This design comes from an exercise in tuning for small area on the open sky130 flow, not from production work. Only simulation tests tie the RTL to the original design; equivalence was not proved.

===== design/flow/flow/run.sh =====
#!/bin/bash
# Layout flow: the standard ORFS flow (standard.sh: standard synthesis,
# floorplan, placement, CTS, routing), with two changes:
#  - the I/O port buffers are the smallest buffer cell;
#  - the clock tree uses large leaf clusters of clkbuf_16 (clkbuf_8 above
#    them) and no dummy loads.
# ORFS keeps each step's full log under orfs/logs/; make's own output, and the
# final DEF export's, goes to make_flow.log here.
set -euo pipefail
export BUFFER_PORTS_ARGS="-buffer_cell sky130_fd_sc_hd__buf_1"
export CTS_ARGS="-sink_clustering_enable -repair_clock_nets -buf_list sky130_fd_sc_hd__clkbuf_16 -root_buf sky130_fd_sc_hd__clkbuf_8 -tree_buf sky130_fd_sc_hd__clkbuf_8 -sink_clustering_size 26 -sink_clustering_max_diameter 85 -dont_use_dummy_load"
bash standard.sh > make_flow.log 2>&1

===== design/flow/standard.sh =====
#!/bin/bash
# synth_recipe.tcl (not shown) runs the flow's synth.tcl, then flattens the netlist and writes it again
# the make line also repeats each setting of config.mk as NAME=value (left out here)
make -C /OpenROAD-flow-scripts/flow DESIGN_CONFIG=/design/flow/config.mk WORK_HOME=/design/flow/orfs CLKGATE_MAP_FILE= SYNTH_SCRIPT=/design/flow/synth_recipe.tcl "${@:-finish}"

===== design/flow/config.mk =====
export PLATFORM = sky130hd
export DESIGN_NAME = neural_compressor_top
export DESIGN_NICKNAME = neural_compressor_top
export VERILOG_FILES = /design/flow/design.v
export SDC_FILE = /design/flow/constraint.sdc
export NUM_CORES = 8
export LEC_CHECK = 0
export CAP_MARGIN = 20
export CORE_MARGIN = 2
export CORE_UTILIZATION = 80
export SLEW_MARGIN = 20
export SYNTH_HIERARCHICAL = 1
export SYNTH_MINIMUM_KEEP_SIZE = 0

===== design/flow/constraint.sdc =====
create_clock -name core_clock -period 120.0 [get_ports {clk}]
set_input_delay 24.0000 -clock core_clock [delete_from_list [all_inputs] [get_ports {clk}]]
set_output_delay 24.0000 -clock core_clock [all_outputs]
set_load 0.01 [all_outputs]

===== design/flow/design.v =====
package neural_compressor_pkg;
    parameter int DATA_WIDTH = 32;         
    typedef struct packed {
        logic [15:0] sample_count;
        logic [15:0] spike_count;
        logic [7:0]  compression_ratio;
        logic        overflow;
    } compress_stats_t;
endpackage
module full_adder
(
    input  logic a,
    input  logic b,
    input  logic ci,
    output logic s,
    output logic co
);
    assign s  = a ^ b ^ ci;
    assign co = (a & b) | (ci & (a ^ b));
endmodule
import neural_compressor_pkg::*;
module neural_compressor_top
(
    input  logic        clk,
    input  logic        rst_n,
    input  logic [DATA_WIDTH-1:0]   s_axis_tdata,
    input  logic                    s_axis_tvalid,
    output logic                    s_axis_tready,
    input  logic                    s_axis_tlast,
    output logic [DATA_WIDTH-1:0]   m_axis_tdata,
    output logic [1:0]              m_axis_tuser,   
    output logic                    m_axis_tvalid,
    input  logic                    m_axis_tready,
    output logic                    m_axis_tlast,
    input  logic [DATA_WIDTH-1:0]   cfg_threshold,
    input  logic                    cfg_enable,
    output neural_compressor_pkg::compress_stats_t         stats,
    output logic [15:0]             spike_count
);
    wire [31:0] data_in = s_axis_tdata;
    wire        valid_in = s_axis_tvalid & cfg_enable;
    logic       valid_out;   
    logic       taken;       
    logic [3:0] cnt;
    logic       fresh;     
    logic [29:0] xr;       
    logic [12:0] hf;       
    logic [31:0] yr;       
    logic [31:0] s1, s2, s3, s4;  
    logic [31:0] dr;       
    logic        dz;       
    wire idle  = (cnt == 4'd0);
    wire outc  = (cnt == 4'd11);
    wire last  = outc & ~valid_out;
    wire shy   = (~idle & ~outc) | last;
    wire shs   = ((cnt >= 4'd4) & ~outc) | last;
    wire clrh  = idle | outc;
    wire c4    = (cnt == 4'd4);
    assign s_axis_tready = idle;
    wire [31:0] delta = dz ? 32'd0 : dr;   
    always_ff @(posedge clk or negedge rst_n) begin
        if (!rst_n) begin
            cnt       <= 4'd0;
            valid_out <= 1'b0;
            fresh     <= 1'b1;
        end else begin
            valid_out <= outc;
            if (last) fresh <= 1'b0;
            if (idle) begin
                if (valid_in) cnt <= 4'd1;
            end else if (outc) begin
                if (m_axis_tready) cnt <= 4'd0;
            end else begin
                cnt <= cnt + 4'd1;
            end
        end
    end
    wire [3:0] xs  = idle ? data_in[3:0] : xr[5:2];
    wire [1:0] hdx = idle ? 2'd0 : xr[1:0];
    wire [5:0] wx = {xs, hdx};
    wire [7:0] yg  = fresh ? 8'd0 : yr[7:0];
    wire [3:0] fs  = clrh ? yg[3:0] : yg[7:4];
    wire [3:0] hdf = idle ? 4'd0 : yg[3:0];
    wire [20:0] wf = {fs, hdf, hf};
    logic cy1, cy2, cy4, cy5, cy6, cy7, cy8, cy9, cy10, cy12, cy14, cy16, cy17, cy19, cy20, cy21, cy22, cy24, cy25, cy27, cy28, cy29, cy31, cy32, cy33, cy34, cy35, cy36, cy37, cy39, cy40;
    wire [3:0] a1g = fresh ? 4'd0 : s1[3:0];
    wire [3:0] a2g = fresh ? 4'd0 : s2[3:0];
    wire [3:0] a3g = fresh ? 4'd0 : s3[3:0];
    wire [3:0] a4g = fresh ? 4'd0 : s4[3:0];
    wire [3:0] dg  = dz ? 4'd0 : dr[3:0];
    wire ci1 = cy1 & ~idle;
    wire [4:0] k1;
    wire [3:0] sm1;
    assign k1[0] = ci1;
    full_adder fa1_0 (.a(wx[2]), .b(wx[0]), .ci(k1[0]), .s(sm1[0]), .co(k1[1]));
    full_adder fa1_1 (.a(wx[3]), .b(wx[1]), .ci(k1[1]), .s(sm1[1]), .co(k1[2]));
    full_adder fa1_2 (.a(wx[4]), .b(wx[2]), .ci(k1[2]), .s(sm1[2]), .co(k1[3]));
    full_adder fa1_3 (.a(wx[5]), .b(wx[3]), .ci(k1[3]), .s(sm1[3]), .co(k1[4]));
    logic [12:0] hu;
    wire [16:0] wu = {sm1, hu[12:9] & {4{~idle}}, hu[8:0]};
    wire ci2 = cy2 & ~idle;
    wire [4:0] k2;
    wire [3:0] sm2;
    assign k2[0] = ci2;
    full_adder fa2_0 (.a(wf[15]), .b(wf[13]), .ci(k2[0]), .s(sm2[0]), .co(k2[1]));
    full_adder fa2_1 (.a(wf[16]), .b(wf[14]), .ci(k2[1]), .s(sm2[1]), .co(k2[2]));
    full_adder fa2_2 (.a(wf[17]), .b(wf[15]), .ci(k2[2]), .s(sm2[2]), .co(k2[3]));
    full_adder fa2_3 (.a(wf[18]), .b(wf[16]), .ci(k2[3]), .s(sm2[3]), .co(k2[4]));
    logic [12:0] hv;
    wire [16:0] wv = {sm2, hv[12:9] & {4{~idle}}, hv[8:0]};
    wire [3:0] n3 = ~wu[16:13];
    wire ci4 = cy4 | idle;
    wire [4:0] k4;
    wire [3:0] sm4;
    assign k4[0] = ci4;
    full_adder fa4_0 (.a(n3[0]), .b(wu[4]), .ci(k4[0]), .s(sm4[0]), .co(k4[1]));
    full_adder fa4_1 (.a(n3[1]), .b(wu[5]), .ci(k4[1]), .s(sm4[1]), .co(k4[2]));
    full_adder fa4_2 (.a(n3[2]), .b(wu[6]), .ci(k4[2]), .s(sm4[2]), .co(k4[3]));
    full_adder fa4_3 (.a(n3[3]), .b(wu[7]), .ci(k4[3]), .s(sm4[3]), .co(k4[4]));
    wire ci5 = cy5 & ~idle;
    wire [4:0] k5;
    wire [3:0] sm5;
    assign k5[0] = ci5;
    full_adder fa5_0 (.a(sm4[0]), .b(wu[6]), .ci(k5[0]), .s(sm5[0]), .co(k5[1]));
    full_adder fa5_1 (.a(sm4[1]), .b(wu[7]), .ci(k5[1]), .s(sm5[1]), .co(k5[2]));
    full_adder fa5_2 (.a(sm4[2]), .b(wu[8]), .ci(k5[2]), .s(sm5[2]), .co(k5[3]));
    full_adder fa5_3 (.a(sm4[3]), .b(wu[9]), .ci(k5[3]), .s(sm5[3]), .co(k5[4]));
    wire ci6 = cy6 & ~idle;
    wire [4:0] k6;
    wire [3:0] sm6;
    assign k6[0] = ci6;
    full_adder fa6_0 (.a(sm5[0]), .b(wu[8]), .ci(k6[0]), .s(sm6[0]), .co(k6[1]));
    full_adder fa6_1 (.a(sm5[1]), .b(wu[9]), .ci(k6[1]), .s(sm6[1]), .co(k6[2]));
    full_adder fa6_2 (.a(sm5[2]), .b(wu[10]), .ci(k6[2]), .s(sm6[2]), .co(k6[3]));
    full_adder fa6_3 (.a(sm5[3]), .b(wu[11]), .ci(k6[3]), .s(sm6[3]), .co(k6[4]));
    wire ci7 = cy7 & ~idle;
    wire [4:0] k7;
    wire [3:0] sm7;
    assign k7[0] = ci7;
    full_adder fa7_0 (.a(sm6[0]), .b(wu[9]), .ci(k7[0]), .s(sm7[0]), .co(k7[1]));
    full_adder fa7_1 (.a(sm6[1]), .b(wu[10]), .ci(k7[1]), .s(sm7[1]), .co(k7[2]));
    full_adder fa7_2 (.a(sm6[2]), .b(wu[11]), .ci(k7[2]), .s(sm7[2]), .co(k7[3]));
    full_adder fa7_3 (.a(sm6[3]), .b(wu[12]), .ci(k7[3]), .s(sm7[3]), .co(k7[4]));
    wire ci8 = cy8 & ~idle;
    wire [4:0] k8;
    wire [3:0] sm8;
    assign k8[0] = ci8;
    full_adder fa8_0 (.a(wu[0]), .b(wu[5]), .ci(k8[0]), .s(sm8[0]), .co(k8[1]));
    full_adder fa8_1 (.a(wu[1]), .b(wu[6]), .ci(k8[1]), .s(sm8[1]), .co(k8[2]));
    full_adder fa8_2 (.a(wu[2]), .b(wu[7]), .ci(k8[2]), .s(sm8[2]), .co(k8[3]));
    full_adder fa8_3 (.a(wu[3]), .b(wu[8]), .ci(k8[3]), .s(sm8[3]), .co(k8[4]));
    wire ci9 = cy9 & ~idle;
    wire [4:0] k9;
    wire [3:0] sm9;
    assign k9[0] = ci9;
    full_adder fa9_0 (.a(sm8[0]), .b(wu[8]), .ci(k9[0]), .s(sm9[0]), .co(k9[1]));
    full_adder fa9_1 (.a(sm8[1]), .b(wu[9]), .ci(k9[1]), .s(sm9[1]), .co(k9[2]));
    full_adder fa9_2 (.a(sm8[2]), .b(wu[10]), .ci(k9[2]), .s(sm9[2]), .co(k9[3]));
    full_adder fa9_3 (.a(sm8[3]), .b(wu[11]), .ci(k9[3]), .s(sm9[3]), .co(k9[4]));
    wire ci10 = cy10 & ~idle;
    wire [4:0] k10;
    wire [3:0] sm10;
    assign k10[0] = ci10;
    full_adder fa10_0 (.a(sm9[0]), .b(wu[12]), .ci(k10[0]), .s(sm10[0]), .co(k10[1]));
    full_adder fa10_1 (.a(sm9[1]), .b(wu[13]), .ci(k10[1]), .s(sm10[1]), .co(k10[2]));
    full_adder fa10_2 (.a(sm9[2]), .b(wu[14]), .ci(k10[2]), .s(sm10[2]), .co(k10[3]));
    full_adder fa10_3 (.a(sm9[3]), .b(wu[15]), .ci(k10[3]), .s(sm10[3]), .co(k10[4]));
    wire [3:0] n11 = ~sm10;
    wire ci12 = cy12 | idle;
    wire [4:0] k12;
    wire [3:0] sm12;
    assign k12[0] = ci12;
    full_adder fa12_0 (.a(n11[0]), .b(wx[0]), .ci(k12[0]), .s(sm12[0]), .co(k12[1]));
    full_adder fa12_1 (.a(n11[1]), .b(wx[1]), .ci(k12[1]), .s(sm12[1]), .co(k12[2]));
    full_adder fa12_2 (.a(n11[2]), .b(wx[2]), .ci(k12[2]), .s(sm12[2]), .co(k12[3]));
    full_adder fa12_3 (.a(n11[3]), .b(wx[3]), .ci(k12[3]), .s(sm12[3]), .co(k12[4]));
    wire [3:0] n13 = ~wv[13:10];
    wire ci14 = cy14 | idle;
    wire [4:0] k14;
    wire [3:0] sm14;
    assign k14[0] = ci14;
    full_adder fa14_0 (.a(n13[0]), .b(wv[3]), .ci(k14[0]), .s(sm14[0]), .co(k14[1]));
    full_adder fa14_1 (.a(n13[1]), .b(wv[4]), .ci(k14[1]), .s(sm14[1]), .co(k14[2]));
    full_adder fa14_2 (.a(n13[2]), .b(wv[5]), .ci(k14[2]), .s(sm14[2]), .co(k14[3]));
    full_adder fa14_3 (.a(n13[3]), .b(wv[6]), .ci(k14[3]), .s(sm14[3]), .co(k14[4]));
    wire [3:0] n15 = ~wv[11:8];
    wire ci16 = cy16 | idle;
    wire [4:0] k16;
    wire [3:0] sm16;
    assign k16[0] = ci16;
    full_adder fa16_0 (.a(n15[0]), .b(wf[17]), .ci(k16[0]), .s(sm16[0]), .co(k16[1]));
    full_adder fa16_1 (.a(n15[1]), .b(wf[18]), .ci(k16[1]), .s(sm16[1]), .co(k16[2]));
    full_adder fa16_2 (.a(n15[2]), .b(wf[19]), .ci(k16[2]), .s(sm16[2]), .co(k16[3]));
    full_adder fa16_3 (.a(n15[3]), .b(wf[20]), .ci(k16[3]), .s(sm16[3]), .co(k16[4]));
    wire ci17 = cy17 & ~idle;
    wire [4:0] k17;
    wire [3:0] sm17;
    assign k17[0] = ci17;
    full_adder fa17_0 (.a(wf[3]), .b(wv[0]), .ci(k17[0]), .s(sm17[0]), .co(k17[1]));
    full_adder fa17_1 (.a(wf[4]), .b(wv[1]), .ci(k17[1]), .s(sm17[1]), .co(k17[2]));
    full_adder fa17_2 (.a(wf[5]), .b(wv[2]), .ci(k17[2]), .s(sm17[2]), .co(k17[3]));
    full_adder fa17_3 (.a(wf[6]), .b(wv[3]), .ci(k17[3]), .s(sm17[3]), .co(k17[4]));
    wire [3:0] n18 = ~sm14;
    wire ci19 = cy19 & ~idle;
    wire [4:0] k19;
    wire [3:0] sm19;
    assign k19[0] = ci19;
    full_adder fa19_0 (.a(n18[0]), .b(wf[15]), .ci(k19[0]), .s(sm19[0]), .co(k19[1]));
    full_adder fa19_1 (.a(n18[1]), .b(wf[16]), .ci(k19[1]), .s(sm19[1]), .co(k19[2]));
    full_adder fa19_2 (.a(n18[2]), .b(wf[17]), .ci(k19[2]), .s(sm19[2]), .co(k19[3]));
    full_adder fa19_3 (.a(n18[3]), .b(wf[18]), .ci(k19[3]), .s(sm19[3]), .co(k19[4]));
    wire ci20 = cy20 & ~idle;
    wire [4:0] k20;
    wire [3:0] sm20;
    assign k20[0] = ci20;
    full_adder fa20_0 (.a(sm19[0]), .b(sm17[0]), .ci(k20[0]), .s(sm20[0]), .co(k20[1]));
    full_adder fa20_1 (.a(sm19[1]), .b(sm17[1]), .ci(k20[1]), .s(sm20[1]), .co(k20[2]));
    full_adder fa20_2 (.a(sm19[2]), .b(sm17[2]), .ci(k20[2]), .s(sm20[2]), .co(k20[3]));
    full_adder fa20_3 (.a(sm19[3]), .b(sm17[3]), .ci(k20[3]), .s(sm20[3]), .co(k20[4]));
    wire ci21 = cy21 & ~idle;
    wire [4:0] k21;
    wire [3:0] sm21;
    assign k21[0] = ci21;
    full_adder fa21_0 (.a(wf[16]), .b(wv[11]), .ci(k21[0]), .s(sm21[0]), .co(k21[1]));
    full_adder fa21_1 (.a(wf[17]), .b(wv[12]), .ci(k21[1]), .s(sm21[1]), .co(k21[2]));
    full_adder fa21_2 (.a(wf[18]), .b(wv[13]), .ci(k21[2]), .s(sm21[2]), .co(k21[3]));
    full_adder fa21_3 (.a(wf[19]), .b(wv[14]), .ci(k21[3]), .s(sm21[3]), .co(k21[4]));
    wire ci22 = cy22 & ~idle;
    wire [4:0] k22;
    wire [3:0] sm22;
    assign k22[0] = ci22;
    full_adder fa22_0 (.a(sm21[0]), .b(sm17[0]), .ci(k22[0]), .s(sm22[0]), .co(k22[1]));
    full_adder fa22_1 (.a(sm21[1]), .b(sm17[1]), .ci(k22[1]), .s(sm22[1]), .co(k22[2]));
    full_adder fa22_2 (.a(sm21[2]), .b(sm17[2]), .ci(k22[2]), .s(sm22[2]), .co(k22[3]));
    full_adder fa22_3 (.a(sm21[3]), .b(sm17[3]), .ci(k22[3]), .s(sm22[3]), .co(k22[4]));
    wire [3:0] n23 = ~sm22;
    wire ci24 = cy24 & ~idle;
    wire [4:0] k24;
    wire [3:0] sm24;
    assign k24[0] = ci24;
    full_adder fa24_0 (.a(n23[0]), .b(wf[6]), .ci(k24[0]), .s(sm24[0]), .co(k24[1]));
    full_adder fa24_1 (.a(n23[1]), .b(wf[7]), .ci(k24[1]), .s(sm24[1]), .co(k24[2]));
    full_adder fa24_2 (.a(n23[2]), .b(wf[8]), .ci(k24[2]), .s(sm24[2]), .co(k24[3]));
    full_adder fa24_3 (.a(n23[3]), .b(wf[9]), .ci(k24[3]), .s(sm24[3]), .co(k24[4]));
    wire ci25 = cy25 & ~idle;
    wire [4:0] k25;
    wire [3:0] sm25;
    assign k25[0] = ci25;
    full_adder fa25_0 (.a(sm16[0]), .b(sm14[0]), .ci(k25[0]), .s(sm25[0]), .co(k25[1]));
    full_adder fa25_1 (.a(sm16[1]), .b(sm14[1]), .ci(k25[1]), .s(sm25[1]), .co(k25[2]));
    full_adder fa25_2 (.a(sm16[2]), .b(sm14[2]), .ci(k25[2]), .s(sm25[2]), .co(k25[3]));
    full_adder fa25_3 (.a(sm16[3]), .b(sm14[3]), .ci(k25[3]), .s(sm25[3]), .co(k25[4]));
    wire [3:0] n26 = ~sm25;
    wire ci27 = cy27 & ~idle;
    wire [4:0] k27;
    wire [3:0] sm27;
    assign k27[0] = ci27;
    full_adder fa27_0 (.a(n26[0]), .b(wf[0]), .ci(k27[0]), .s(sm27[0]), .co(k27[1]));
    full_adder fa27_1 (.a(n26[1]), .b(wf[1]), .ci(k27[1]), .s(sm27[1]), .co(k27[2]));
    full_adder fa27_2 (.a(n26[2]), .b(wf[2]), .ci(k27[2]), .s(sm27[2]), .co(k27[3]));
    full_adder fa27_3 (.a(n26[3]), .b(wf[3]), .ci(k27[3]), .s(sm27[3]), .co(k27[4]));
    wire ci28 = cy28 & ~idle;
    wire [4:0] k28;
    wire [3:0] sm28;
    assign k28[0] = ci28;
    full_adder fa28_0 (.a(sm27[0]), .b(wv[13]), .ci(k28[0]), .s(sm28[0]), .co(k28[1]));
    full_adder fa28_1 (.a(sm27[1]), .b(wv[14]), .ci(k28[1]), .s(sm28[1]), .co(k28[2]));
    full_adder fa28_2 (.a(sm27[2]), .b(wv[15]), .ci(k28[2]), .s(sm28[2]), .co(k28[3]));
    full_adder fa28_3 (.a(sm27[3]), .b(wv[16]), .ci(k28[3]), .s(sm28[3]), .co(k28[4]));
    wire ci29 = cy29 & ~idle;
    wire [4:0] k29;
    wire [3:0] sm29;
    assign k29[0] = ci29;
    full_adder fa29_0 (.a(sm16[0]), .b(wf[3]), .ci(k29[0]), .s(sm29[0]), .co(k29[1]));
    full_adder fa29_1 (.a(sm16[1]), .b(wf[4]), .ci(k29[1]), .s(sm29[1]), .co(k29[2]));
    full_adder fa29_2 (.a(sm16[2]), .b(wf[5]), .ci(k29[2]), .s(sm29[2]), .co(k29[3]));
    full_adder fa29_3 (.a(sm16[3]), .b(wf[6]), .ci(k29[3]), .s(sm29[3]), .co(k29[4]));
    wire [3:0] n30 = ~sm29;
    wire ci31 = cy31 & ~idle;
    wire [4:0] k31;
    wire [3:0] sm31;
    assign k31[0] = ci31;
    full_adder fa31_0 (.a(n30[0]), .b(wf[13]), .ci(k31[0]), .s(sm31[0]), .co(k31[1]));
    full_adder fa31_1 (.a(n30[1]), .b(wf[14]), .ci(k31[1]), .s(sm31[1]), .co(k31[2]));
    full_adder fa31_2 (.a(n30[2]), .b(wf[15]), .ci(k31[2]), .s(sm31[2]), .co(k31[3]));
    full_adder fa31_3 (.a(n30[3]), .b(wf[16]), .ci(k31[3]), .s(sm31[3]), .co(k31[4]));
    wire ci32 = cy32 & ~c4;
    wire [4:0] k32;
    wire [3:0] sm32;
    assign k32[0] = ci32;
    full_adder fa32_0 (.a(a1g[0]), .b(sm7[0]), .ci(k32[0]), .s(sm32[0]), .co(k32[1]));
    full_adder fa32_1 (.a(a1g[1]), .b(sm7[1]), .ci(k32[1]), .s(sm32[1]), .co(k32[2]));
    full_adder fa32_2 (.a(a1g[2]), .b(sm7[2]), .ci(k32[2]), .s(sm32[2]), .co(k32[3]));
    full_adder fa32_3 (.a(a1g[3]), .b(sm7[3]), .ci(k32[3]), .s(sm32[3]), .co(k32[4]));
    wire ci33 = cy33 | c4;
    wire [4:0] k33;
    wire [3:0] sm33;
    assign k33[0] = ci33;
    full_adder fa33_0 (.a(a2g[0]), .b(sm20[0]), .ci(k33[0]), .s(sm33[0]), .co(k33[1]));
    full_adder fa33_1 (.a(a2g[1]), .b(sm20[1]), .ci(k33[1]), .s(sm33[1]), .co(k33[2]));
    full_adder fa33_2 (.a(a2g[2]), .b(sm20[2]), .ci(k33[2]), .s(sm33[2]), .co(k33[3]));
    full_adder fa33_3 (.a(a2g[3]), .b(sm20[3]), .ci(k33[3]), .s(sm33[3]), .co(k33[4]));
    wire ci34 = cy34 | c4;
    wire [4:0] k34;
    wire [3:0] sm34;
    assign k34[0] = ci34;
    full_adder fa34_0 (.a(a3g[0]), .b(sm12[0]), .ci(k34[0]), .s(sm34[0]), .co(k34[1]));
    full_adder fa34_1 (.a(a3g[1]), .b(sm12[1]), .ci(k34[1]), .s(sm34[1]), .co(k34[2]));
    full_adder fa34_2 (.a(a3g[2]), .b(sm12[2]), .ci(k34[2]), .s(sm34[2]), .co(k34[3]));
    full_adder fa34_3 (.a(a3g[3]), .b(sm12[3]), .ci(k34[3]), .s(sm34[3]), .co(k34[4]));
    wire ci35 = cy35 & ~c4;
    wire [4:0] k35;
    wire [3:0] sm35;
    assign k35[0] = ci35;
    full_adder fa35_0 (.a(sm34[0]), .b(sm24[0]), .ci(k35[0]), .s(sm35[0]), .co(k35[1]));
    full_adder fa35_1 (.a(sm34[1]), .b(sm24[1]), .ci(k35[1]), .s(sm35[1]), .co(k35[2]));
    full_adder fa35_2 (.a(sm34[2]), .b(sm24[2]), .ci(k35[2]), .s(sm35[2]), .co(k35[3]));
    full_adder fa35_3 (.a(sm34[3]), .b(sm24[3]), .ci(k35[3]), .s(sm35[3]), .co(k35[4]));
    wire ci36 = cy36 | c4;
    wire [4:0] k36;
    wire [3:0] sm36;
    assign k36[0] = ci36;
    full_adder fa36_0 (.a(a4g[0]), .b(sm28[0]), .ci(k36[0]), .s(sm36[0]), .co(k36[1]));
    full_adder fa36_1 (.a(a4g[1]), .b(sm28[1]), .ci(k36[1]), .s(sm36[1]), .co(k36[2]));
    full_adder fa36_2 (.a(a4g[2]), .b(sm28[2]), .ci(k36[2]), .s(sm36[2]), .co(k36[3]));
    full_adder fa36_3 (.a(a4g[3]), .b(sm28[3]), .ci(k36[3]), .s(sm36[3]), .co(k36[4]));
    wire ci37 = cy37 | c4;
    wire [4:0] k37;
    wire [3:0] sm37;
    assign k37[0] = ci37;
    full_adder fa37_0 (.a(sm7[0]), .b(sm31[0]), .ci(k37[0]), .s(sm37[0]), .co(k37[1]));
    full_adder fa37_1 (.a(sm7[1]), .b(sm31[1]), .ci(k37[1]), .s(sm37[1]), .co(k37[2]));
    full_adder fa37_2 (.a(sm7[2]), .b(sm31[2]), .ci(k37[2]), .s(sm37[2]), .co(k37[3]));
    full_adder fa37_3 (.a(sm7[3]), .b(sm31[3]), .ci(k37[3]), .s(sm37[3]), .co(k37[4]));
    wire [3:0] n38 = ~hf[4:1];
    wire ci39 = cy39 | c4;
    wire [4:0] k39;
    wire [3:0] sm39;
    assign k39[0] = ci39;
    full_adder fa39_0 (.a(dg[0]), .b(sm32[0]), .ci(k39[0]), .s(sm39[0]), .co(k39[1]));
    full_adder fa39_1 (.a(dg[1]), .b(sm32[1]), .ci(k39[1]), .s(sm39[1]), .co(k39[2]));
    full_adder fa39_2 (.a(dg[2]), .b(sm32[2]), .ci(k39[2]), .s(sm39[2]), .co(k39[3]));
    full_adder fa39_3 (.a(dg[3]), .b(sm32[3]), .ci(k39[3]), .s(sm39[3]), .co(k39[4]));
    wire ci40 = cy40 & ~c4;
    wire [4:0] k40;
    wire [3:0] sm40;
    assign k40[0] = ci40;
    full_adder fa40_0 (.a(sm39[0]), .b(n38[0]), .ci(k40[0]), .s(sm40[0]), .co(k40[1]));
    full_adder fa40_1 (.a(sm39[1]), .b(n38[1]), .ci(k40[1]), .s(sm40[1]), .co(k40[2]));
    full_adder fa40_2 (.a(sm39[2]), .b(n38[2]), .ci(k40[2]), .s(sm40[2]), .co(k40[3]));
    full_adder fa40_3 (.a(sm39[3]), .b(n38[3]), .ci(k40[3]), .s(sm40[3]), .co(k40[4]));
    always_ff @(posedge clk) begin
        xr <= idle ? data_in[31:2] : {{4{xr[29]}}, xr[29:4]};
        hf <= clrh ? 13'd0 : {yg[3:0], hf[12:4]};
        hu <= {sm1, clrh ? 9'd0 : hu[12:4]};
        hv <= {sm2, clrh ? 9'd0 : hv[12:4]};
        cy1 <= k1[4];
        cy2 <= k2[4];
        cy4 <= k4[4];
        cy5 <= k5[4];
        cy6 <= k6[4];
        cy7 <= k7[4];
        cy8 <= k8[4];
        cy9 <= k9[4];
        cy10 <= k10[4];
        cy12 <= k12[4];
        cy14 <= k14[4];
        cy16 <= k16[4];
        cy17 <= k17[4];
        cy19 <= k19[4];
        cy20 <= k20[4];
        cy21 <= k21[4];
        cy22 <= k22[4];
        cy24 <= k24[4];
        cy25 <= k25[4];
        cy27 <= k27[4];
        cy28 <= k28[4];
        cy29 <= k29[4];
        cy31 <= k31[4];
        cy32 <= k32[4];
        cy33 <= k33[4];
        cy34 <= k34[4];
        cy35 <= k35[4];
        cy36 <= k36[4];
        cy37 <= k37[4];
        cy39 <= k39[4];
        cy40 <= k40[4];
        if (taken) dz <= 1'b1;
        else if (last) dz <= 1'b0;
        if (shy) yr <= {(cnt <= 4'd3) ? {4{yr[31]}} : sm32, yr[31:4]};
        if (shs) begin
            s1 <= {sm33, s1[31:4]};
            s2 <= {sm35, s2[31:4]};
            s3 <= {sm36, s3[31:4]};
            s4 <= {sm37, s4[31:4]};
            dr <= {sm40, dr[31:4]};
        end
    end
    logic [4:0] dcnt;
    logic       window_full;
    logic       spike_flag;
    logic       spike_detected;
    logic       detected_valid;
    wire dtake = valid_out & m_axis_tready;
    wire        neg = yr[31];
    wire [31:0] mag = yr ^ {32{neg}};
    logic [32:0] cmp;
    assign cmp[0] = neg;
    for (genvar i = 0; i < 32; i++) begin : g_cmp
        assign cmp[i+1] = (mag[i] & ~cfg_threshold[i]) | (cmp[i] & (mag[i] | ~cfg_threshold[i]));
    end
    wire refractory = window_full & (dcnt[3:0] != 4'd0);
    wire detect = window_full & (dcnt[3:0] == 4'd0) & cmp[32];
    wire dinc = dtake & ~window_full;
    wire ddec = dtake & refractory;
    wire hit  = dtake & detect;
    always_ff @(posedge clk or negedge rst_n) begin
        if (!rst_n) begin
            dcnt <= '0;
            window_full <= '0;
            spike_count <= '0;
            spike_flag <= '0;
            spike_detected <= '0;
            detected_valid <= '0;
        end else begin
            detected_valid <= dtake | (detected_valid & valid_out & ~m_axis_tready);
            spike_flag <= hit;
            if (dtake) spike_detected <= spike_flag;
            window_full <= window_full | (dinc & (dcnt == 5'd31));
            dcnt <= hit ? 5'd8 : dcnt + {{4{ddec}}, ddec | dinc};
            spike_count <= spike_count + {15'd0, hit};
        end
    end
    logic first_sample;
    logic [15:0] sample_cnt, spike_cnt;
    logic ratio_set;
    assign taken = detected_valid & m_axis_tready;
    wire raw = spike_detected | first_sample;
    always_ff @(posedge clk or negedge rst_n) begin
        if (!rst_n) begin
            m_axis_tdata <= '0;
            m_axis_tuser <= '0;
            m_axis_tvalid <= '0;
            first_sample <= '1;
            sample_cnt <= '0;
            spike_cnt <= '0;
            ratio_set <= '0;
        end else begin
            m_axis_tvalid <= taken;
            ratio_set <= 1'b1;
            sample_cnt <= sample_cnt + {15'd0, m_axis_tvalid};
            spike_cnt <= spike_cnt + {15'd0, m_axis_tvalid & m_axis_tuser[1] & ~m_axis_tuser[0]};
            if (taken) begin
                m_axis_tdata <= raw ? yr : delta;
                m_axis_tuser <= {raw, ~spike_detected & first_sample};
                first_sample <= 1'b0;
            end
        end
    end
    assign stats.sample_count = sample_cnt;
    assign stats.spike_count = spike_cnt;
    assign stats.compression_ratio = {1'b0, ratio_set, ratio_set, 2'b00, ratio_set, 2'b00};
    assign stats.overflow = 1'b0;
    logic tlast_pending;
    always_ff @(posedge clk or negedge rst_n) begin
        if (!rst_n) begin
            tlast_pending <= '0;
            m_axis_tlast <= '0;
        end else begin
            if (s_axis_tvalid && s_axis_tready && s_axis_tlast)
                tlast_pending <= '1;
            if (m_axis_tvalid && m_axis_tready && tlast_pending) begin
                m_axis_tlast <= '1;
                tlast_pending <= '0;
            end else begin
                m_axis_tlast <= '0;
            end
        end
    end
endmodule

==> impl_metrics.py, run 1 <==
metrics = {
    "status": {
        "outcome": "finished clean",
    },
    "clock_tree": {
        "cts_sinks": 395,
        "cts_tree": "done",
        "cts-root-buf": "clkbuf_8",
        "clock_path_buffers": 3,
        "path_clk_slew_ns": 0.10,
        "htree_num_levels": 1,
        "cts_resized": 0,
        "clkLatencyLatePin_ns": 0.59,
        "cts_inserted_buffers": 19,
        "postCtsSetupBuffers": 0,
        "hold_buffers": 0,
    },
    "die": {
        "rows": 53,
        "die_y_um": 150,
        "die_w_um": 150,
        "die_area_um2": 22600,
        "start_util_pct": 81.4,
        "boundaryPins": 164,
        "core_area_um2": 21000,
    },
    "worst_setup_path": {
        "crit_required_ns": 120.35,
        "cp_slowest_cell": "fa_1",
        "crit_family": "adder cells",
        "slowest_delay_ns": 0.69,
        "cp.buffers_inverters": 2,
        "cp_data_arrival_time_ns": 30.04,
        "endpoint_kind": "flop",
        "worstSetupStartpointType": "primary input",
        "critPathMaxFanout": 3,
        "path_cells": "buf_1 > nand2_1 > nand2_1 > fa_1 > inv_1 > fa_1 > fa_1 > fa_1 > fa_1 > fa_1 > fa_1 > fa_1 > fa_1 > fa_1 > fa_1",
        "cpMostUsedCell": "fa_1",
        "crit_type": "primary input to flop",
    },
    "sta": {
        "fmax_ghz": 0.0337,
        "rsz0062_at_grt": "false",
        "setup_viol": 0,
        "layout_setup_ws_ns": 90.31,
        "max-slew-margin-rel_pct": 29.8,
        "hold_viol_final": 0,
        "finalMaxSlewViolations": 0,
        "fin_skew_ns": 0.0547,
        "timing.final.crit_share_pct": 24.7,
        "fin_crit_ns": 29.69,
        "worst_pin_slew_ns": 1.05,
        "tns_ns": 0,
    },
    "yosys": {
        "synth_cell_type_count": 60,
        "ys_seq_area_share_pct": 60.5,
        "synthFlopType": "edfxtp_1",
        "synth_edf_count": 193,
        "ys_seq_elements": 395,
        "ys_async_sr_fraction_pct": 25.8,
        "syn_inst": 1261,
        "syn_area_um2": 17100,
        "yosys_warnings": 7,
        "synth_area_per_cell_um2": 13.6,
    },
    "route": {
        "postRouteAntennaNets": 0,
        "drt-vias-per-instance": 6.47,
        "first_iter_violations": 1104,
        "dr.pass1.iters": 5,
        "wl_per_cell_um": 24.0,
        "drc": 0,
        "wl_mm": 40.2,
        "vias": 10800,
    },
    "placement": {
        "io_buffers": 157,
        "postPlaceCellArea_um2": 17900,
        "gp_congestion": 0.895,
        "preCtsSetupSlack_ns": 89.74,
        "hpwl_mm": 27.0,
    },
    "grt": {
        "grt_pass1_vias": 10800,
        "grt_overflow": 0,
        "track_usage_pct": 36.8,
        "grt_max_degree": 92,
        "grt_pass1_wl_mm": 61.1,
        "antenna_found_initial": 1,
    },
    "finish": {
        "stdcell_area_um2": 18300,
        "layout_commonest_cell": "edfxtp_1",
        "area_growth_syn_to_layout_pct": 7.16,
        "mostFrequentLayoutCells": "edfxtp_1, buf_1, nand2_1",
        "final_nets": 1610,
        "layout-drive-gt1-share_pct": 3.43,
    },
    "min_path": {
        "hp-class": "flop to flop",
    },
    "flow_run": {
        "cap_violations": 0,
    },
}
-- sequential cells by signal, summed over array words and instances (netlist names), 13 cells and up --
name,flops
dr,32
hf,13
hu,13
hv,13
m_axis_tdata,32
s1,32
s2,32
s3,32
s4,32
sample_cnt,16
spike_cnt,16
spike_count,16
xr,30
yr,32
-- synth_stat cells, drive strengths merged (14+ instances only) --
master | number | area, um2
a21oi | 82 | 418
a221oi | 14 | 123
and2 | 33 | 206
and3 | 34 | 213
buf | 19 | 148
clkbuf | 33 | 124
dfrtp | 100 | 2500
dfxtp | 100 | 2000
edfxtp | 193 | 5800
fa | 125 | 2500
inv | 71 | 267
nand2 | 131 | 492
nand3 | 22 | 110
nor2 | 60 | 225
nor2b | 28 | 175
nor3b | 32 | 240
o221ai | 21 | 184
xnor2 | 37 | 324
-- per-module statistics from Yosys, one instance, submodules excluded --
module,copies in the design,cells
neural_compressor_top,1,1137
full_adder,124,1
-- final timing paths --
path / slack (ns) / end / startpoint / depth (start not counted)
worst max-delay path: 90.31 / dr[31] / s_axis_tdata[0] / 15
worst min register to register: 0.41 / hu[5] / hu[9] / 1
max in group asynchronous: 95.34 / cnt[0] / rst_n / 2
worst min-delay path: 0.41 / hu[5] / hu[9] / 1
min in group asynchronous: 23.38 / spike_cnt[11] / rst_n / 1
worst max register to register: 112.05 / dr[31] / cnt[0] / 19
-- kinds of logic (layout without fill, tap and decap cells) --
family                   count (synthesis)  in the layout  synth area share (%)
flip-flops                             395            395                  60.5
multiplexers                             6              6                 0.366
AO/OA/AOI/OAI                          172            172                  6.84
XOR/XNOR                                48             48                  2.46
other                                    2              8                0.0439
AND/OR/NAND/NOR                        377            377                  11.1
adder cells (fa/ha/maj)                138            138                  15.6
buffers and inverters                  123            257                  3.14
-- final cells by class --
type	instances	area (um2)
flip-flops and latches	395	10400
multi-input cells	748	6260
fillers	887	2690
repair buffers	167	672
clock buffers	19	442
well taps	275	344
inverters	71	267
diodes	1	2.50
-- layer usage --
layer | share of wire, % | routed length [um] | vias up | global-route usage [%]
met2 | 49 | 19700 | 703 | 59.7
met4 | 4.7 | 1870 | 0 | 15.3
li1 | - | - | 4601 | -
met5 | 0 | 0 | - | 0
met1 | 36 | 14600 | 5403 | 50.9
met3 | 10 | 4000 | 132 | 6.03
-- per-stage QoR --
step / hold slack, ns / cells / util [%]
floorplan: 0.399 / 1266 / -
CTS: 0.413 / 1675 / 87.2
detailed placement: 0.405 / 1656 / 85.1
global placement: 0.400 / 1656 / 85.1
global route: 0.431 / 1675 / 87.2
finish: 0.408 / 1676 / 87.2
==> run 2: changes to the inputs <==
--- a/design/flow/design.v
+++ b/design/flow/design.v
@@ -18,6 +18,37 @@
     assign s  = a ^ b ^ ci;
     assign co = (a & b) | (ci & (a ^ b));
 endmodule
+module majority
+(
+    input  logic a,
+    input  logic b,
+    input  logic c,
+    output logic y
+);
+    assign y = (a & b) | (c & (a | b));
+endmodule
+module half_adder
+(
+    input  logic a,
+    input  logic b,
+    output logic s,
+    output logic co
+);
+    assign s  = a ^ b;
+    assign co = a & b;
+endmodule
+module counter_inc
+(
+    input  logic [15:0] q,
+    input  logic        en,
+    output logic [15:0] d
+);
+    logic [16:0] c;
+    assign c[0] = en;
+    for (genvar i = 0; i < 16; i++) begin : g_ha
+        half_adder u_ha (.a(q[i]), .b(c[i]), .s(d[i]), .co(c[i+1]));
+    end
+endmodule
 import neural_compressor_pkg::*;
 module neural_compressor_top
 (
@@ -403,17 +434,19 @@
     logic       detected_valid;
     wire dtake = valid_out & m_axis_tready;
     wire        neg = yr[31];
-    wire [31:0] mag = yr ^ {32{neg}};
-    logic [32:0] cmp;
-    assign cmp[0] = neg;
+    logic [32:0] gcy;
+    assign gcy[0] = 1'b0;
     for (genvar i = 0; i < 32; i++) begin : g_cmp
-        assign cmp[i+1] = (mag[i] & ~cfg_threshold[i]) | (cmp[i] & (mag[i] | ~cfg_threshold[i]));
+        majority u_maj (.a(yr[i]), .b(gcy[i]), .c(~(cfg_threshold[i] ^ neg)), .y(gcy[i+1]));
     end
+    wire [32:0] cmp = {gcy[32] ^ neg, 32'd0};
     wire refractory = window_full & (dcnt[3:0] != 4'd0);
     wire detect = window_full & (dcnt[3:0] == 4'd0) & cmp[32];
     wire dinc = dtake & ~window_full;
     wire ddec = dtake & refractory;
     wire hit  = dtake & detect;
+    wire [15:0] spike_count_inc;
+    counter_inc u_inc_spikes (.q(spike_count), .en(hit), .d(spike_count_inc));
     always_ff @(posedge clk or negedge rst_n) begin
         if (!rst_n) begin
             dcnt <= '0;
@@ -428,13 +461,16 @@
             if (dtake) spike_detected <= spike_flag;
             window_full <= window_full | (dinc & (dcnt == 5'd31));
             dcnt <= hit ? 5'd8 : dcnt + {{4{ddec}}, ddec | dinc};
-            spike_count <= spike_count + {15'd0, hit};
+            spike_count <= spike_count_inc;
         end
     end
     logic first_sample;
     logic [15:0] sample_cnt, spike_cnt;
     logic ratio_set;
     assign taken = detected_valid & m_axis_tready;
+    wire [15:0] sample_cnt_inc, spike_cnt_inc;
+    counter_inc u_inc_samples (.q(sample_cnt), .en(m_axis_tvalid), .d(sample_cnt_inc));
+    counter_inc u_inc_spkpkts (.q(spike_cnt), .en(m_axis_tvalid & m_axis_tuser[1] & ~m_axis_tuser[0]), .d(spike_cnt_inc));
     wire raw = spike_detected | first_sample;
     always_ff @(posedge clk or negedge rst_n) begin
         if (!rst_n) begin
@@ -448,8 +484,8 @@
         end else begin
             m_axis_tvalid <= taken;
             ratio_set <= 1'b1;
-            sample_cnt <= sample_cnt + {15'd0, m_axis_tvalid};
-            spike_cnt <= spike_cnt + {15'd0, m_axis_tvalid & m_axis_tuser[1] & ~m_axis_tuser[0]};
+            sample_cnt <= sample_cnt_inc;
+            spike_cnt <= spike_cnt_inc;
             if (taken) begin
                 m_axis_tdata <= raw ? yr : delta;
                 m_axis_tuser <= {raw, ~spike_detected & first_sample};
==> run 2 against run 1 <==
  * Still clean on timing, DRC and antenna
  * Core utilization up 0.98 points
  * Clock skew is 0.0015 ns higher
  * Final area shrank 2.0%
  * Die area is 2.4% lower
  * Register-to-register slack got worse by 7.0 ns
  * Wire length shrank 13%
  * Maximum frequency decreased by 21%
  * Critical path type unchanged
  * Largest cell class unchanged
  * Highest routed layer unchanged
==> impl_metrics.py, run 2 <==
metrics = {
    "status": {
        "outcome": "finished clean",
    },
    "yosys": {
        "syn_area_um2": 16700,
        "yosys_warnings": 7,
        "synth_cell_type_count": 46,
        "yosys-top-cells-area": "edfxtp_1, dfrtp_1, fa_1",
        "ys_seq_elements": 395,
        "ys_async_sr_fraction_pct": 25.8,
        "synth_edf_count": 193,
        "ys_seq_area_share_pct": 62.0,
        "syn_inst": 1123,
        "synth_area_per_cell_um2": 14.9,
        "synth_most_common_cell": "edfxtp_1",
        "synth_commonest_cells": "edfxtp_1, nand2_1, fa_1",
        "yosysTopAreaCell": "edfxtp_1",
        "yosysTopAreaCellShare_pct": 34.7,
        "synthFlopType": "edfxtp_1",
    },
    "sta": {
        "tns_ns": 0,
        "rsz0062_at_grt": "false",
        "worst_pin_slew_ns": 0.898,
        "fin_crit_ns": 37.47,
        "layout_setup_ws_ns": 82.53,
        "fmax_ghz": 0.0267,
        "timing.final.crit_share_pct": 31.2,
        "hold_viol_final": 0,
        "finalMaxSlewViolations": 0,
        "max-slew-margin-rel_pct": 40.2,
        "fin_skew_ns": 0.0562,
        "setup_viol": 0,
    },
    "worst_setup_path": {
        "slowest_delay_ns": 0.38,
        "cp_slowest_cell": "xnor2_1",
        "r2r_slack_ns": 105.08,
        "critPathMaxFanout": 6,
        "endpoint_kind": "flop",
        "worstSetupStartpointType": "primary input",
        "cp_data_arrival_time_ns": 37.94,
        "r2r_start": "yr[31]",
        "crit_required_ns": 120.47,
        "ff2ff_path_depth": 52,
        "cpMostUsedCell": "maj3_2",
        "rr_endpoint": "spike_count[15]",
        "crit_type": "primary input to flop",
    },
    "grt": {
        "track_usage_pct": 33.4,
        "grt_pass1_wl_mm": 54.9,
        "grt_overflow": 0,
        "grt_pass1_vias": 10200,
        "grt_max_degree": 94,
        "antenna_found_initial": 0,
    },
    "clock_tree": {
        "path_clk_slew_ns": 0.10,
        "cts_sinks": 395,
        "postCtsSetupBuffers": 0,
        "clkLatencyLatePin_ns": 0.58,
        "cts-root-buf": "clkbuf_8",
        "cts_inserted_buffers": 19,
        "clock_path_buffers": 3,
        "cts_tree": "done",
        "htree_num_levels": 1,
        "cts_resized": 0,
        "hold_buffers": 0,
    },
    "placement": {
        "postPlaceCellArea_um2": 17500,
        "preCtsSetupSlack_ns": 82.07,
        "io_buffers": 157,
        "hpwl_mm": 23.7,
        "gp_congestion": 0.874,
        "dp.cells": 1515,
    },
    "finish": {
        "fin_util_pct": 88.2,
        "stdcell_area_um2": 18000,
        "final_nets": 1516,
        "layout-drive-gt1-share_pct": 5.85,
        "instances_no_fill": 1535,
        "antenna_cells": 0,
        "mostFrequentLayoutCells": "edfxtp_1, buf_1, nand2_1",
        "layout_commonest_cell": "edfxtp_1",
        "area_growth_syn_to_layout_pct": 7.59,
    },
    "route": {
        "drc": 0,
        "drt-vias-per-instance": 6.07,
        "vias": 9319,
        "wl_per_cell_um": 22.8,
        "first_iter_violations": 926,
        "dr.pass1.iters": 7,
        "wl_mm": 35.0,
        "postRouteAntennaNets": 0,
    },
    "die": {
        "start_util_pct": 82.0,
        "die_w_um": 148,
        "die_area_um2": 22000,
        "boundaryPins": 164,
        "rows": 52,
        "die_y_um": 148,
        "core_area_um2": 20400,
    },
    "min_path": {
        "min-delay-start": "s2[30]",
        "hp-class": "flop to flop",
        "hold_depth": 0,
        "hold_path_end": "s2[26]",
    },
    "flow_run": {
        "cap_violations": 0,
    },
}
run 2: kinds of logic (layout without fill, tap and decap cells):
logic type	after synthesis	count (layout)	share of synthesized area, %
XOR/XNOR	37	37	1.94
flip-flops	395	395	62.0
multiplexers	12	12	0.742
other	2	8	0.0450
AO/OA/AOI/OAI	82	82	2.66
adder cells (fa/ha/maj)	211	211	21.2
AND/OR/NAND/NOR	295	295	9.06
buffers and inverters	89	225	2.35
run 2: critical path: cells and delay by family:
family,cells,cell delay [ns]
xor gates and xnor gates,2,0.52
and+or+nand+nor,1,0.09
buffers and inverters,1,0.09
adders and majority gates,48,13.23
run 2: final cells by class:
cell class	count	area [um2]
flip-flops and latches	395	10400
fillers	856	2400
inverters	41	154
clock buffers	19	442
well taps	270	338
repair buffers	165	677
multi-input cells	645	6000
run 2: worst max path at each step:
stage                      from               to  slack (ns)  cells after the start
2_1_floorplan  cfg_threshold[0]  spike_count[15]       82.93                     51
4_1_cts        cfg_threshold[0]  spike_count[15]       82.50                     52
5_1_grt        cfg_threshold[0]  spike_count[15]       82.15                     52
6_report       cfg_threshold[0]  spike_count[15]       82.53                     52
3_3_place_gp   cfg_threshold[0]  spike_count[15]       82.38                     52
3_5_place_dp   cfg_threshold[0]  spike_count[15]       82.07                     52
run 2: modules after synthesis, one instance, submodules excluded, excerpt:
module / cells / area [um2]
majority: 1 / 11.3
half_adder: 1 / 12.5
full_adder: 1 / 20.0
neural_compressor_top: 919 / 13300
run 2: stage by stage:
step	hold slack, ns
after floorplan	0.399
after global placement	0.400
after detailed placement	0.405
after CTS	0.425
after global routing	0.427
final	0.422
run 2: metal layers:
layer	share of wire, %	global-route usage, %	vias to the layer above
met3	7.3	5.71	127
met5	0	0	-
met2	52	57.9	500
li1	-	-	3997
met4	4.7	13.2	0
met1	36	43.1	4695
==> run 3: changes to the inputs <==
--- a/design/flow/design.v
+++ b/design/flow/design.v
@@ -49,6 +49,18 @@
         half_adder u_ha (.a(q[i]), .b(c[i]), .s(d[i]), .co(c[i+1]));
     end
 endmodule
+module packet_bit
+(
+    input  logic take,
+    input  logic sel_y,
+    input  logic sel_d,
+    input  logic y,
+    input  logic d,
+    input  logic q,
+    output logic n
+);
+    assign n = take ? ((sel_y & y) | (sel_d & d)) : q;
+endmodule
 import neural_compressor_pkg::*;
 module neural_compressor_top
 (
@@ -88,7 +100,6 @@
     wire clrh  = idle | outc;
     wire c4    = (cnt == 4'd4);
     assign s_axis_tready = idle;
-    wire [31:0] delta = dz ? 32'd0 : dr;   
     always_ff @(posedge clk or negedge rst_n) begin
         if (!rst_n) begin
             cnt       <= 4'd0;
@@ -472,6 +483,12 @@
     counter_inc u_inc_samples (.q(sample_cnt), .en(m_axis_tvalid), .d(sample_cnt_inc));
     counter_inc u_inc_spkpkts (.q(spike_cnt), .en(m_axis_tvalid & m_axis_tuser[1] & ~m_axis_tuser[0]), .d(spike_cnt_inc));
     wire raw = spike_detected | first_sample;
+    wire sel_d = ~raw & ~dz;    
+    logic [31:0] pk_next;
+    for (genvar i = 0; i < 32; i++) begin : g_pk
+        packet_bit u_pk (.take(taken), .sel_y(raw), .sel_d(sel_d), .y(yr[i]), .d(dr[i]),
+                         .q(m_axis_tdata[i]), .n(pk_next[i]));
+    end
     always_ff @(posedge clk or negedge rst_n) begin
         if (!rst_n) begin
             m_axis_tdata <= '0;
@@ -483,11 +500,11 @@
             ratio_set <= '0;
         end else begin
             m_axis_tvalid <= taken;
+            m_axis_tdata <= pk_next;
             ratio_set <= 1'b1;
             sample_cnt <= sample_cnt_inc;
             spike_cnt <= spike_cnt_inc;
             if (taken) begin
-                m_axis_tdata <= raw ? yr : delta;
                 m_axis_tuser <= {raw, ~spike_detected & first_sample};
                 first_sample <= 1'b0;
             end
==> run 3 against run 2 <==
  * Clock skew shrank 0.0032 ns
  * Core utilization shrank 0.23 points
  * Critical path type unchanged
  * Critical endpoint unchanged
  * Still clean on timing, DRC and antenna
  * Register-to-register slack gained 0.17 ns
  * Final cell count shrank 2.0%
  * Die area shrank 1.3%
  * Critical path depth is the same
==> impl_metrics.py, run 3 <==
metrics = {
    "sta": {
        "tns_ns": 0,
        "worst_pin_slew_ns": 1.05,
        "hold_viol_final": 0,
        "fin_skew_ns": 0.0530,
        "rsz0062_at_grt": "false",
        "fmax_ghz": 0.0268,
        "finalMaxSlewViolations": 0,
        "setup_viol": 0,
        "hold_slack_ns": 0.398,
        "fin_crit_ns": 37.33,
        "max-slew-margin-rel_pct": 29.4,
        "timing.final.crit_share_pct": 31.1,
    },
    "clock_tree": {
        "cts_sinks": 395,
        "clock_path_buffers": 3,
        "postCtsSetupBuffers": 0,
        "clkLatencyLatePin_ns": 0.60,
        "cts_tree": "done",
        "cts_resized": 0,
        "path_clk_slew_ns": 0.09,
        "htree_num_levels": 1,
        "hold_buffers": 0,
        "cts-root-buf": "clkbuf_8",
        "cts_inserted_buffers": 19,
    },
    "yosys": {
        "synth_commonest_cells": "edfxtp_1, fa_1, nand2_1",
        "synth_cell_type_count": 46,
        "syn_inst": 1076,
        "yosys_warnings": 7,
        "yosys-top-cells-area": "edfxtp_1, dfrtp_1, fa_1",
        "ys_async_sr_fraction_pct": 25.8,
        "ys_seq_area_share_pct": 62.8,
        "yosysTopAreaCellShare_pct": 35.2,
        "synth_edf_count": 193,
        "ys_seq_elements": 395,
        "yosysTopAreaCell": "edfxtp_1",
        "synth_most_common_cell": "edfxtp_1",
        "synth_area_per_cell_um2": 15.3,
        "syn_area_um2": 16500,
        "synthFlopType": "edfxtp_1",
    },
    "route": {
        "postRouteAntennaNets": 0,
        "first_iter_violations": 784,
        "drt-vias-per-instance": 5.99,
        "wl_per_cell_um": 21.9,
        "dr.pass1.iters": 5,
        "drc": 0,
        "wl_mm": 32.9,
        "vias": 9008,
    },
    "finish": {
        "layout_commonest_cell": "edfxtp_1",
        "layout-drive-gt1-share_pct": 6.23,
        "fill_cells": 868,
        "instances_no_fill": 1505,
        "final_nets": 1486,
        "area_growth_syn_to_layout_pct": 8.07,
        "antenna_cells": 0,
        "mostFrequentLayoutCells": "edfxtp_1, buf_1, fa_1",
        "fin_util_pct": 88.0,
    },
    "worst_setup_path": {
        "worstSetupStartpointType": "primary input",
        "cp_slowest_cell": "xnor2_1",
        "critPathMaxFanout": 6,
        "crit_type": "primary input to flop",
        "ff2ff_path_depth": 52,
        "startpoint": "cfg_threshold[0]",
        "cpMostUsedCell": "maj3_2",
        "slowest_delay_ns": 0.39,
        "endpoint_kind": "flop",
        "r2r_start": "yr[31]",
        "cp_data_arrival_time_ns": 37.81,
        "crit_required_ns": 120.48,
    },
    "die": {
        "die_y_um": 147,
        "die_area_um2": 21800,
        "core_area_um2": 20200,
        "die_w_um": 147,
        "rows": 52,
        "start_util_pct": 81.4,
        "boundaryPins": 164,
    },
    "placement": {
        "gp_congestion": 0.926,
        "hpwl_mm": 22.4,
        "io_buffers": 157,
        "dp.cells": 1484,
    },
    "flow_run": {
        "cap_violations": 0,
    },
    "grt": {
        "antenna_found_initial": 0,
        "grt_overflow": 0,
        "grt_pass1_wl_mm": 50.3,
        "track_usage_pct": 31.0,
        "grt_pass1_vias": 9262,
        "grt_max_degree": 92,
    },
    "min_path": {
        "hold_depth": 0,
        "hp-class": "flop to flop",
        "min-delay-start": "s4[15]",
    },
    "status": {
        "outcome": "finished clean",
    },
}
[run 3: cell types whose count changed in the layout (fill, tap and decap cells not counted), moves of 7 or more]
cell and change:
nand2_1 -34, o21ai_0 -25, o21ai_1 -7, nor2_1 +34, a22oi_1 +31, nor2b_1 +9
nor3b_1 -28
[run 3: critical path, delay by kind of cell]
kind                       cells  cell delay, ns
adders and majority gates     48           13.07
xor gates and xnor gates       2            0.51
and+or+nand+nor                1            0.16
buffers and inverters          1            0.08
[run 3: per-layer routing]
metal | GRT usage [%] | up-vias | part of all wire [%]
met1 | 40.5 | 4533 | 37
met5 | 0 | - | 0
met2 | 52.8 | 444 | 52
met4 | 12.4 | 0 | 4.2
li1 | - | 3918 | -
met3 | 5.77 | 113 | 7.1
[run 3: metrics by stage]
step                      worst slack, ns  area [um2]
after CTS                           82.69       17800
after global routing                82.30       17800
after floorplan                     82.97       16500
after global placement              82.39       17300
after detailed placement            82.14       17300
final                               82.67       17800
[run 3: Yosys stat by module (local to each module, per instance), a selection]
module	flip-flops and latches	cells inside
neural_compressor_top	395	776
full_adder	0	1
packet_bit	0	3
half_adder	0	1
majority	0	1
[run 3: kinds of logic after synthesis]
logic type      Yosys count  synth area share (%)
simple gates            265                  7.70
fa+ha+maj               211                  21.5
other cells               2                0.0456
mux                       9                 0.577
compound gates           87                  3.43
xor+xnor                 37                  1.97
buf+inv                  70                  1.95
flops                   395                  62.8
[run 3: area by class of cell]
class	count	area [um2]	area share, %
Clock buffer	19	442	2.48
Inverter	39	149	0.836
Multi-Input combinational cell	617	5830	32.8
Sequential cell	395	10400	58.2
Tap cell	270	338	1.90
Timing Repair Buffer	165	686	3.85
[run 3: path summary, 6_finish.rpt]
kind,end,slack [ns]
setup / recovery,spike_count[15],82.67
hold / removal,s4[11],0.40
setup reg to reg,spike_count[15],105.25
hold reg to reg,s4[11],0.40
max in group asynchronous,m_axis_tdata[2],95.33
min in group asynchronous,spike_count[15],23.42
==> run 4: changes to the inputs <==
==> design/flow/flow/run.sh (replaced) <==
#!/bin/bash
set -euo pipefail
export BUFFER_PORTS_ARGS="-buffer_cell sky130_fd_sc_hd__buf_1"
export CTS_ARGS="-sink_clustering_enable -repair_clock_nets -buf_list sky130_fd_sc_hd__clkbuf_16 -root_buf sky130_fd_sc_hd__clkbuf_8 -tree_buf sky130_fd_sc_hd__clkbuf_8 -sink_clustering_size 26 -sink_clustering_max_diameter 85 -dont_use_dummy_load"
bash standard.sh > make_flow.log 2>&1
--- a/design/flow/config.mk
+++ b/design/flow/config.mk
@@ -7,7 +7,7 @@
 export LEC_CHECK = 0
 export CAP_MARGIN = 20
 export CORE_MARGIN = 2
-export CORE_UTILIZATION = 80
+export CORE_UTILIZATION = 85
 export SLEW_MARGIN = 20
 export SYNTH_HIERARCHICAL = 1
 export SYNTH_MINIMUM_KEEP_SIZE = 0
==> run 4 against run 3 <==
  * Still clean on timing, DRC and antenna
  * Register-to-register slack got worse by 0.54 ns
  * Maximum frequency decreased by 1.4%
  * Die area decreased by 5.7%
  * Clock-buffer cell count unchanged
  * Wire length increased by 30%
  * First-iteration DRC count increased by 73%
  * Critical path depth unchanged
  * Synthesized area unchanged
  * Final cell count decreased by 0.80%
==> impl_metrics.py, run 4 <==
metrics = {
    "status": {
        "outcome": "finished clean",
    },
    "finish": {
        "layout_commonest_cell": "edfxtp_1",
        "area_growth_syn_to_layout_pct": 7.72,
        "mostFrequentLayoutCells": "edfxtp_1, buf_1, fa_1",
        "layout-drive-gt1-share_pct": 6.08,
        "antenna_cells": 0,
        "final_nets": 1484,
    },
    "sta": {
        "hold_viol_final": 0,
        "layout_setup_ws_ns": 82.14,
        "fmax_ghz": 0.0264,
        "fin_skew_ns": 0.0568,
        "tns_ns": 0,
        "rsz0062_at_grt": "false",
        "worst_pin_slew_ns": 1.16,
        "timing.final.crit_share_pct": 31.6,
        "max-slew-margin-rel_pct": 22.7,
        "finalMaxSlewViolations": 0,
        "fin_crit_ns": 37.86,
        "setup_viol": 0,
    },
    "worst_setup_path": {
        "crit_required_ns": 120.47,
        "rr_endpoint": "spike_count[15]",
        "slowest_delay_ns": 0.35,
        "cpMostUsedCell": "maj3_2",
        "r2r_start": "yr[31]",
        "cp_slowest_cell": "maj3_2",
        "ff2ff_path_depth": 52,
        "endpoint_kind": "flop",
        "startpoint": "cfg_threshold[0]",
        "setup.worst_path.end": "spike_count[15]",
        "critPathMaxFanout": 6,
        "r2r_slack_ns": 104.71,
        "worstSetupStartpointType": "primary input",
        "cp_data_arrival_time_ns": 38.33,
        "crit_type": "primary input to flop",
    },
    "grt": {
        "grt_pass1_vias": 10700,
        "grt_max_degree": 87,
        "antenna_found_initial": 0,
        "grt_overflow": 0,
        "grt_pass1_wl_mm": 63.4,
        "track_usage_pct": 43.4,
    },
    "clock_tree": {
        "cts-root-buf": "clkbuf_8",
        "hold_buffers": 0,
        "clkLatencyLatePin_ns": 0.60,
        "path_clk_slew_ns": 0.10,
        "cts_tree": "done",
        "cts_inserted_buffers": 19,
        "cts_sinks": 395,
        "clock_path_buffers": 3,
        "postCtsSetupBuffers": 0,
        "htree_num_levels": 1,
        "cts_resized": 0,
    },
    "yosys": {
        "ys_seq_area_share_pct": 62.8,
        "synth_area_per_cell_um2": 15.3,
        "synthFlopType": "edfxtp_1",
        "yosys-top-cells-area": "edfxtp_1, dfrtp_1, fa_1",
        "syn_area_um2": 16500,
        "yosysTopAreaCellShare_pct": 35.2,
        "synth_commonest_cells": "edfxtp_1, fa_1, nand2_1",
        "yosys_warnings": 7,
        "synth_most_common_cell": "edfxtp_1",
        "ys_seq_elements": 395,
        "yosysTopAreaCell": "edfxtp_1",
        "syn_inst": 1076,
        "synth_edf_count": 193,
        "ys_async_sr_fraction_pct": 25.8,
        "synth_cell_type_count": 46,
    },
    "route": {
        "drc": 0,
        "postRouteAntennaNets": 0,
        "dr.pass1.iters": 6,
        "first_iter_violations": 1353,
        "wl_mm": 42.8,
        "drt-vias-per-instance": 6.77,
        "vias": 10100,
        "wl_per_cell_um": 28.7,
    },
    "die": {
        "core_area_um2": 18800,
        "die_y_um": 143,
        "die_w_um": 143,
        "die_area_um2": 20500,
        "start_util_pct": 87.5,
        "rows": 50,
        "boundaryPins": 164,
    },
    "placement": {
        "gp_congestion": 0.935,
        "io_buffers": 157,
        "preCtsSetupSlack_ns": 82.01,
        "hpwl_mm": 25.7,
    },
    "min_path": {
        "hold_depth": 2,
        "hp-class": "flop to flop",
    },
    "flow_run": {
        "cap_violations": 0,
    },
}
==> run 4: modules after synthesis, one instance, submodules excluded, a selection <==
module                 flops+latches  copies in the design  cell area, um2
packet_bit                         0                    32            16.3
neural_compressor_top            395                     1           12500
majority                           0                    32            11.3
half_adder                         0                    48            12.5
full_adder                         0                   124            20.0
==> run 4: final cells by class <==
type | instances | area, um2
clock buffers | 19 | 442
fillers | 450 | 1090
inverters | 39 | 149
multi-input cells | 617 | 5830
flip-flops and latches | 395 | 10400
well taps | 260 | 325
repair buffers | 163 | 642
==> run 4: stage by stage <==
step / cells / area, um2 / utilization, % / hold WS [ns]
2_1_floorplan: 1082 / 16500 / - / 0.399
4_1_cts: 1493 / 17700 / 94.2 / 0.372
5_1_grt: 1493 / 17700 / 94.2 / 0.378
3_5_place_dp: 1474 / 17300 / 91.9 / 0.405
6_report: 1493 / 17700 / 94.2 / 0.374
3_3_place_gp: 1474 / 17300 / 91.9 / 0.400
==> run 4: cells by family after synthesis <==
kind of cell	share of synthesized area [%]
AO/OA/AOI/OAI	3.43
XOR/XNOR	1.97
adder cells (fa/ha/maj)	21.5
buffers and inverters	1.95
flip-flops	62.8
multiplexers	0.577
other	0.0456
AND/OR/NAND/NOR	7.70
==> run 4: worst min-delay path by stage <==
stage	start	endpoint	slack (ns)
after global placement	s2[30]	s2[26]	0.40
after CTS	xr[13]	xr[9]	0.37
final	xr[13]	xr[9]	0.37
after global routing	xr[13]	xr[9]	0.38
after detailed placement	s2[19]	s2[15]	0.40
after floorplan	xr[14]	xr[10]	0.40
==> run 4: routing by layer <==
| layer | share of wire, % | track usage [%] | up-vias | routed length [um] |
|---|---|---|---|---|
| met5 | 0 | 0 | - | 0 |
| met2 | 50 | 71.7 | 967 | 21400 |
| li1 | - | - | 3920 | - |
| met1 | 31 | 52.7 | 4960 | 13100 |
| met4 | 8.5 | 28.5 | 0 | 3650 |
| met3 | 11 | 9.09 | 260 | 4590 |
==> run 4: critical path, delay by kind of cell <==
family,cells,cell delay [ns]
adder cells (fa/ha/maj),48,13.60
AND/OR/NAND/NOR,1,0.16
XOR/XNOR,2,0.46
buffers and inverters,1,0.09

## afterwards: timing with drivers on the ports
No port has a modelled driver above. Below, the same layouts with a new extraction and two added sets of constraints. Step 1 assumes that a clkbuf_16 drives the clock port and a buf_2 every other input. Step 2 moves the port delays by t, midway between the first and last clock arrival at a register: inputs arrive t later, outputs are due t later. That takes back most of the time a late clock gives input paths. Three values: ideal, step 1, step 2; two values: the first two.
run	t (ns)	slack for setup (ns)	worst slew at a driven data input, ns	cell pins on the clock port's net
run 1	0.611	90.309 / 90.327 / 89.716	0.07	1
run 2	0.595	82.529 / 82.543 / 81.948	0.06	1
run 3	0.613	82.674 / 82.693 / 82.080	0.06	1
run 4	0.617	82.138 / 82.157 / 81.541	0.07	1
After both steps every run listed still meets setup and hold. The setup slack of run 4, which loses most, moves by +0.019 ns with the drivers and by -0.597 ns with both steps.
